Source: an optimization exercise on an open RTL-to-GDS flow (aim: small area and a short achievable clock period). Production flows keep margins and buffers that such runs may drop.
RTL that was checked went through simulation tests only; none was proved equivalent to the original.
Power is estimated from default activity; no workload was simulated.

## v6
==> flow/design.v <==
`timescale 1ns / 1ps
module cla_carry #(
    parameter W = 32,
    parameter L = 5,         
    parameter CI = 0         
    ) (
    input wire [W-1:0] g,
    input wire [W-1:0] p,
    output wire c
    );
    wire [W-1:0] gk [0:L];   
    wire [W-1:0] pk [0:L];   
    assign gk[0] = g;
    assign pk[0] = p;
    genvar k, i;
    generate
        for (k = 1; k <= L; k = k + 1) begin : lvl
            for (i = 0; i < (W >> k); i = i + 1) begin : node
                assign gk[k][i] = gk[k-1][2*i+1] | (pk[k-1][2*i+1] & gk[k-1][2*i]);
                assign pk[k][i] = pk[k-1][2*i+1] & pk[k-1][2*i];
            end
            assign gk[k][W-1:(W >> k)] = {(W - (W >> k)){1'b0}};
            assign pk[k][W-1:(W >> k)] = {(W - (W >> k)){1'b0}};
        end
    endgenerate
    assign c = gk[L][0] | (CI != 0 && pk[L][0]);
endmodule
`timescale 1ns / 1ps
module hft_fpga_low_latency(
    input wire core_clk,
    input wire reset,
    input wire cfg_we,
    input wire [1:0] cfg_addr,
    input wire [31:0] cfg_wdata,
    input wire [63:0] raw_market_data,
    input wire raw_valid,
    output wire [127:0] mg_tx_data,
    output wire mg_tx_valid
    );
    reg [31:0] threshold_n;      
    reg [31:0] risk_min_n;       
    reg [31:0] risk_max_n;       
    always @(posedge core_clk) begin
        if (reset) begin
            threshold_n <= ~32'd1000;
            risk_min_n <= ~32'd1000;
            risk_max_n <= ~32'd5000;
        end else if (cfg_we) begin
            case (cfg_addr)
                2'd0: threshold_n <= ~cfg_wdata;
                2'd1: risk_min_n <= ~cfg_wdata;
                2'd2: risk_max_n <= ~cfg_wdata;
                default: ;
            endcase
        end
    end
    wire [31:0] price = raw_market_data[31:0];
    wire below_threshold;    
    wire below_min;          
    wire within_max;         
    cla_carry #(.W(32), .L(5), .CI(0)) u_cmp_thr (
        .g(~(threshold_n | price)), .p(~(threshold_n & price)), .c(below_threshold));
    cla_carry #(.W(32), .L(5), .CI(0)) u_cmp_min (
        .g(~(risk_min_n | price)), .p(~(risk_min_n & price)), .c(below_min));
    cla_carry #(.W(32), .L(5), .CI(1)) u_cmp_max (
        .g(~(risk_max_n | price)), .p(~(risk_max_n & price)), .c(within_max));
    wire approve = raw_valid && (raw_market_data[63:56] == 8'h01) &&
                   below_threshold && !below_min && within_max;
    reg [55:0] order_data;
    always @(posedge core_clk) begin
        order_data <= raw_market_data[55:0];
    end
    reg [31:0] order_seq;
    reg order_valid;
    reg order_count;
    wire [31:0] seq_ones_below;
    assign seq_ones_below[0] = 1'b1;
    genvar gi;
    generate
        for (gi = 1; gi < 32; gi = gi + 1) begin : g_ones
            assign seq_ones_below[gi] = &order_seq[gi-1:0];
        end
    endgenerate
    always @(posedge core_clk) begin
        if (reset) begin
            order_seq <= 32'd0;
            order_count <= 1'b0;
        end else begin
            order_seq <= order_seq ^ ({32{order_count}} & seq_ones_below);
            order_count <= approve;
        end
    end
    always @(posedge core_clk or posedge reset) begin
        if (reset)
            order_valid <= 1'b0;
        else
            order_valid <= approve;
    end
    assign mg_tx_data = {order_seq, 8'h01, order_data, 32'h0000_0000};
    assign mg_tx_valid = order_valid;
endmodule
export LEC_CHECK = 0
export ABC_AREA = 1
export CAP_MARGIN = 20
export CORE_MARGIN = 2
export CORE_UTILIZATION = 40
export CTS_BUF_LIST = sky130_fd_sc_hd__clkbuf_4 sky130_fd_sc_hd__clkbuf_8
export SETUP_SLACK_MARGIN = 2.18
export SLEW_MARGIN = 20
create_clock -name core_clock -period 4.0 [get_ports {core_clk}]
standard.sh (not shown) runs the stock make flow with config.mk's settings and CLKGATE_MAP_FILE= SYNTH_SCRIPT=/design/flow/synth_recipe.tcl, a recipe that flattens the netlist after the stock synthesis.
==> flow/flow/run.sh <==
#!/bin/bash
set -euo pipefail
cts_bufs=$(sed -n 's/^export CTS_BUF_LIST *= *//p' config.mk)
bash standard.sh synth > synth.log 2>&1
bash standard.sh finish \
  BUFFER_PORTS_ARGS="-buffer_cell sky130_fd_sc_hd__buf_1" \
  SKIP_REPAIR_TIE_FANOUT=1 \
  CTS_ARGS="-sink_clustering_enable -repair_clock_nets -dont_use_dummy_load -root_buf sky130_fd_sc_hd__clkbuf_16 -buf_list {$cts_bufs}" \
  > layout.log 2>&1
Input-level comparison between v7 and v6:
==> flow/design.v, changed modules only <==
module cla_carry #(
    parameter W = 32,
    parameter L = 5          
    ) (
    input wire [W-1:0] g,
    input wire [W-1:0] p,
    output wire c
    );
    wire [W-1:0] gk [0:L];   
    wire [W-1:0] pk [0:L];   
    assign gk[0] = g;
    assign pk[0] = p;
    genvar k, i;
    generate
        for (k = 1; k <= L; k = k + 1) begin : lvl
            for (i = 0; i < (W >> k); i = i + 1) begin : node
                assign gk[k][i] = gk[k-1][2*i+1] | (pk[k-1][2*i+1] & gk[k-1][2*i]);
                assign pk[k][i] = pk[k-1][2*i+1] & pk[k-1][2*i];
            end
            assign gk[k][W-1:(W >> k)] = {(W - (W >> k)){1'b0}};
            assign pk[k][W-1:(W >> k)] = {(W - (W >> k)){1'b0}};
        end
    endgenerate
    assign c = gk[L][0];
endmodule
module hft_fpga_low_latency(
    input wire core_clk,
    input wire reset,
    input wire cfg_we,
    input wire [1:0] cfg_addr,
    input wire [31:0] cfg_wdata,
    input wire [63:0] raw_market_data,
    input wire raw_valid,
    output wire [127:0] mg_tx_data,
    output wire mg_tx_valid
    );
    reg [31:0] threshold_n;      
    reg [31:0] risk_min_n;       
    reg [31:0] risk_max_n;       
    always @(posedge core_clk) begin
        if (reset) begin
            threshold_n <= ~32'd1000;
            risk_min_n <= ~32'd1000;
            risk_max_n <= ~32'd5000;
        end else if (cfg_we) begin
            case (cfg_addr)
                2'd0: threshold_n <= ~cfg_wdata;
                2'd1: risk_min_n <= ~cfg_wdata;
                2'd2: risk_max_n <= ~cfg_wdata;
                default: ;
            endcase
        end
    end
    wire [31:0] price = raw_market_data[31:0];
    wire below_threshold;    
    wire below_min;          
    wire above_max;          
    cla_carry #(.W(32), .L(5)) u_cmp_thr (
        .g(~(threshold_n | price)), .p(~(threshold_n & price)), .c(below_threshold));
    cla_carry #(.W(32), .L(5)) u_cmp_min (
        .g(~(risk_min_n | price)), .p(~(risk_min_n & price)), .c(below_min));
    cla_carry #(.W(32), .L(5)) u_cmp_max (
        .g(price & risk_max_n), .p(price | risk_max_n), .c(above_max));
    wire approve = raw_valid && (raw_market_data[63:56] == 8'h01) &&
                   below_threshold && !below_min && !above_max;
    reg [55:0] order_data;
    always @(posedge core_clk) begin
        order_data <= raw_market_data[55:0];
    end
    reg [31:0] order_seq;
    reg order_valid;
    reg order_count;
    wire [31:0] seq_ones_below;
    assign seq_ones_below[0] = 1'b1;
    genvar gi;
    generate
        for (gi = 1; gi < 32; gi = gi + 1) begin : g_ones
            assign seq_ones_below[gi] = &order_seq[gi-1:0];
        end
    endgenerate
    always @(posedge core_clk) begin
        if (reset) begin
            order_seq <= 32'd0;
            order_count <= 1'b0;
        end else begin
            order_seq <= order_seq ^ ({32{order_count}} & seq_ones_below);
            order_count <= approve;
        end
    end
    always @(posedge core_clk or posedge reset) begin
        if (reset)
            order_valid <= 1'b0;
        else
            order_valid <= approve;
    end
    assign mg_tx_data = {order_seq, 8'h01, order_data, 32'h0000_0000};
    assign mg_tx_valid = order_valid;
endmodule
[summary]
- Looking at clock skew, v7 sits 5.2 ps higher than v6 does.
- From v6 to v7 the numbers moved as follows: initial antenna violation count picked up an extra 1; synthesized-area fraction occupied by ao, oa, aoi and oai cells up 1.2 points.
- Between v6 and v7, the synthesized area is higher for v6.
- Going from v6 to v7, the total power was found to have gone up by 16 uW.
- Looking at endpoint of the worst setup timing path, the mg_tx_data[110] result is from v6; the mg_tx_data[108] one comes from v7.
- Met3 global-route usage: v7 vs v6 down 0.56 points
- Going from v6 to v7, post-detailed-route via-to-cell ratio grows by 0.12.
Testbench counts of v7, summed over its fixed seeds: latency cycles 3,243, orders 3,243.
For v6, only the layout was checked, not whether the RTL still works.

-- what the ideal ports hide --
The results above use ideal ports. As a check the final layouts listed here were re-extracted and re-timed, cells and wires unchanged. Step 1 sets driving cells, clkbuf_16 on the clock port and buf_2 on the other inputs (assumed; they add their load-dependent delay and slew). Step 2 moves the port delays by t, midway between the first and last clock arrival at a register: inputs arrive t later, outputs are due t later. That takes back most of the time a late clock gives input paths. Slacks: ideal ports / drivers / drivers and shift; pairs: ideal ports / drivers.
run | t (ns) | setup WS [ns] | slew at the worst register clock pin (ns)
v6 | 0.420 | 2.210 / 2.167 / 1.864 | 0.10 / 0.10
v7 | 0.410 | 2.234 / 2.194 / 1.910 | 0.10 / 0.10
After both steps setup and hold are still met in every run listed. For v6, which loses most, drivers alone change the setup slack by -0.043 ns; drivers and shift together by -0.346 ns.
